From an optimization exercise on the open Yosys and OpenROAD flow, aimed at small area and a short achievable clock period; shortcuts taken in it are not production practice.
Power is estimated from default activity; no workload was simulated.

Setup of run A:
## VKSA_256_top
module VKSA_256_top (in_clk, in_A, in_B, in_CI, out_S, out_CO);
  input in_clk;
  input [255:0] in_A, in_B;
  input in_CI;
  output reg [255:0] out_S;
  output reg out_CO;
  wire [255:0] w_bs;
  wire [64:0] w_bg;
  reg [255:0] r_bs;
  reg [64:0] r_bg;
  wire [255:0] w_S;
  wire w_CO;
  VKSA_blocks U0 (.in_A(in_A), .in_B(in_B), .in_CI(in_CI), .out_BS(w_bs), .out_BG(w_bg));
  always @(posedge in_clk) begin
    r_bs <= w_bs;
    r_bg <= w_bg;
    out_S <= w_S;
    out_CO <= w_CO;
  end
  VKSA_256 U1 (.in_BS(r_bs), .in_BG(r_bg), .out_S(w_S), .out_CO(w_CO));
endmodule
Size: roughly 1900 cells after synthesis, about 580 flip-flops, ~770 I/O pins, about 23000 µm² of cells after synthesis.
clock: 5.5 ns
lec_check: 0
cap_margin: 20
core_area: 17 17 227 227
cts_cluster_diameter: 120
cts_cluster_size: 24
die_area: 0 0 244 244
setup_slack_margin: 3.25
slew_margin: 20
synth_hierarchical: 1
tns_end_percent: 5
standard.sh (not shown) runs the stock make flow with config.mk's settings and CLKGATE_MAP_FILE= SYNTH_SCRIPT=/design/flow/synth_recipe.tcl, a recipe that flattens the netlist after the stock synthesis.
==> flow/flow/run.sh <==
#!/bin/bash
# Standard synthesis and layout, with plain buffers on the ports (buffer_ports
# would otherwise pick clkdlybuf4s50_1, a slow delay cell): minimum-size
# buffers on the inputs, and larger ones on the outputs, which drive the
# output load.
set -euo pipefail
bash standard.sh synth > synth.log 2>&1
bash standard.sh "BUFFER_PORTS_ARGS=-buffer_cell sky130_fd_sc_hd__buf_1" \
  "POST_GLOBAL_PLACE_TCL=$PWD/flow/outbuf.tcl" \
  "OUT_BUF_CELL=${OUT_BUF_CELL:-sky130_fd_sc_hd__buf_2}" finish > layout.log 2>&1
==> flow/flow/outbuf.tcl <==
# Upsize the output-port buffers that buffer_ports inserted (all outputs get
# the cell named in OUT_BUF_CELL); the input-port buffers stay minimum size.
set block [ord::get_db_block]
set n 0
foreach bterm [$block getBTerms] {
  if {[$bterm getIoType] ne "OUTPUT"} { continue }
  set net [$bterm getNet]
  foreach iterm [$net getITerms] {
    if {[$iterm isOutputSignal]} {
      set inst [$iterm getInst]
      if {[string match "*buf*" [[$inst getMaster] getName]]} {
        replace_cell [get_cells [$inst getName]] [get_lib_cells $::env(OUT_BUF_CELL)]
        incr n
      }
    }
  }
}
puts "outbuf.tcl: resized $n output buffers to $::env(OUT_BUF_CELL)"
Input-level comparison between run B and run A:
==> flow/flow/run.sh <==
#!/bin/bash
# Standard synthesis and layout, with plain minimum-size buffers on the ports
# (buffer_ports would otherwise pick clkdlybuf4s50_1, a slow delay cell), and
# power/area recovery (downsizing gates off the critical paths) after global
# routing.
set -euo pipefail
bash standard.sh synth > synth.log 2>&1
bash standard.sh "BUFFER_PORTS_ARGS=-buffer_cell sky130_fd_sc_hd__buf_1" \
  "RECOVER_POWER=${RECOVER_POWER:-100}" finish > layout.log 2>&1
removed: flow/flow/outbuf.tcl
Findings:
- When run B is set beside run A, its data arrival time of the critical path turns out to be 1.41 ns larger.
- Going from run A to run B, largest voltage drop on the vdd net went down, net switching fraction of the power higher.
- Of run B and run A, it is run B that has the higher power density over the cells.
- The lower total power after layout came out of run B.
- Between run A and run B, the difference in clock insertion delay at the later pin of the skew report is negligible.
- Compare run A and run B | time the final worst path needs with I/O delays and setup higher: run B
- When run B is measured against run A, its global routing met1 resource utilization turns out 1.0 points higher.
- The maximum clock frequency of run B is lower than that of run A.
- Measured against each other, run A and run B differ in final routed wirelength across all metal layers, the lower figure coming from run A.
## Diff of input files: run C against run B
==> flow/flow/run.sh <==
#!/bin/bash
# Standard synthesis and layout, with plain buffers on the ports (buffer_ports
# would otherwise pick clkdlybuf4s50_1, a slow delay cell): minimum-size
# buffers on the inputs, and larger ones on the outputs, which drive the
# output load.
set -euo pipefail
bash standard.sh synth > synth.log 2>&1
bash standard.sh "BUFFER_PORTS_ARGS=-buffer_cell sky130_fd_sc_hd__buf_1" \
  "POST_GLOBAL_PLACE_TCL=$PWD/flow/outbuf.tcl" \
  "OUT_BUF_CELL=${OUT_BUF_CELL:-sky130_fd_sc_hd__buf_4}" finish > layout.log 2>&1
==> flow/flow/outbuf.tcl (new file) <==
# Upsize the output-port buffers that buffer_ports inserted (all outputs get
# the cell named in OUT_BUF_CELL); the input-port buffers stay minimum size.
set block [ord::get_db_block]
set n 0
foreach bterm [$block getBTerms] {
  if {[$bterm getIoType] ne "OUTPUT"} { continue }
  set net [$bterm getNet]
  foreach iterm [$net getITerms] {
    if {[$iterm isOutputSignal]} {
      set inst [$iterm getInst]
      if {[string match "*buf*" [[$inst getMaster] getName]]} {
        replace_cell [get_cells [$inst getName]] [get_lib_cells $::env(OUT_BUF_CELL)]
        incr n
      }
    }
  }
}
puts "outbuf.tcl: resized $n output buffers to $::env(OUT_BUF_CELL)"
Notes after the runs:
- First element of the critical path = r_bs[27]: run B; first element of the critical path = out_S[72]: run C
- Run C vs run B — final setup slack of the worst path rose 1.37 ns.
- Taking run B as the reference, in run C post-route total power now larger; count of instances resized after the clock tree is built went up; cell area after technology mapping stayed essentially flat; net total in the final layout went up 25; combinational cell fraction of total power shows an increase of 4.2 points.
- On minimum hold slack: run C sits below run B.
No functional check of the RTL was part of any run of this note.

[static timing again, ports no longer ideal]
No port has a modelled driver above. Below, the same layouts with a new extraction and two added sets of constraints. Step 1 assumes that a clkbuf_16 drives the clock port and a buf_2 every other input. Step 2 moves the port delays by t, midway between the first and last clock arrival at a register: inputs arrive t later, outputs are due t later. That takes back most of the time a late clock gives input paths. Slacks: ideal / step 1 / step 2; pairs: ideal / step 1.
run | t, ns | slack for setup (ns) | worst setup path after step 2 | worst slew at a driven data input, ns | pins driven straight from the clock port
run A | 0.646 | 3.190 / 3.152 / 2.853 | input to register | 0.12 | 1
run B | 0.639 | 1.820 / 1.820 / 1.820 | register to register | 0.11 | 1
run C | 0.641 | 3.193 / 3.133 / 2.831 | input to register | 0.12 | 1
After both steps every run listed still meets setup and hold. The setup slack of run C, which loses most, moves by -0.060 ns with the drivers and by -0.362 ns with both steps.
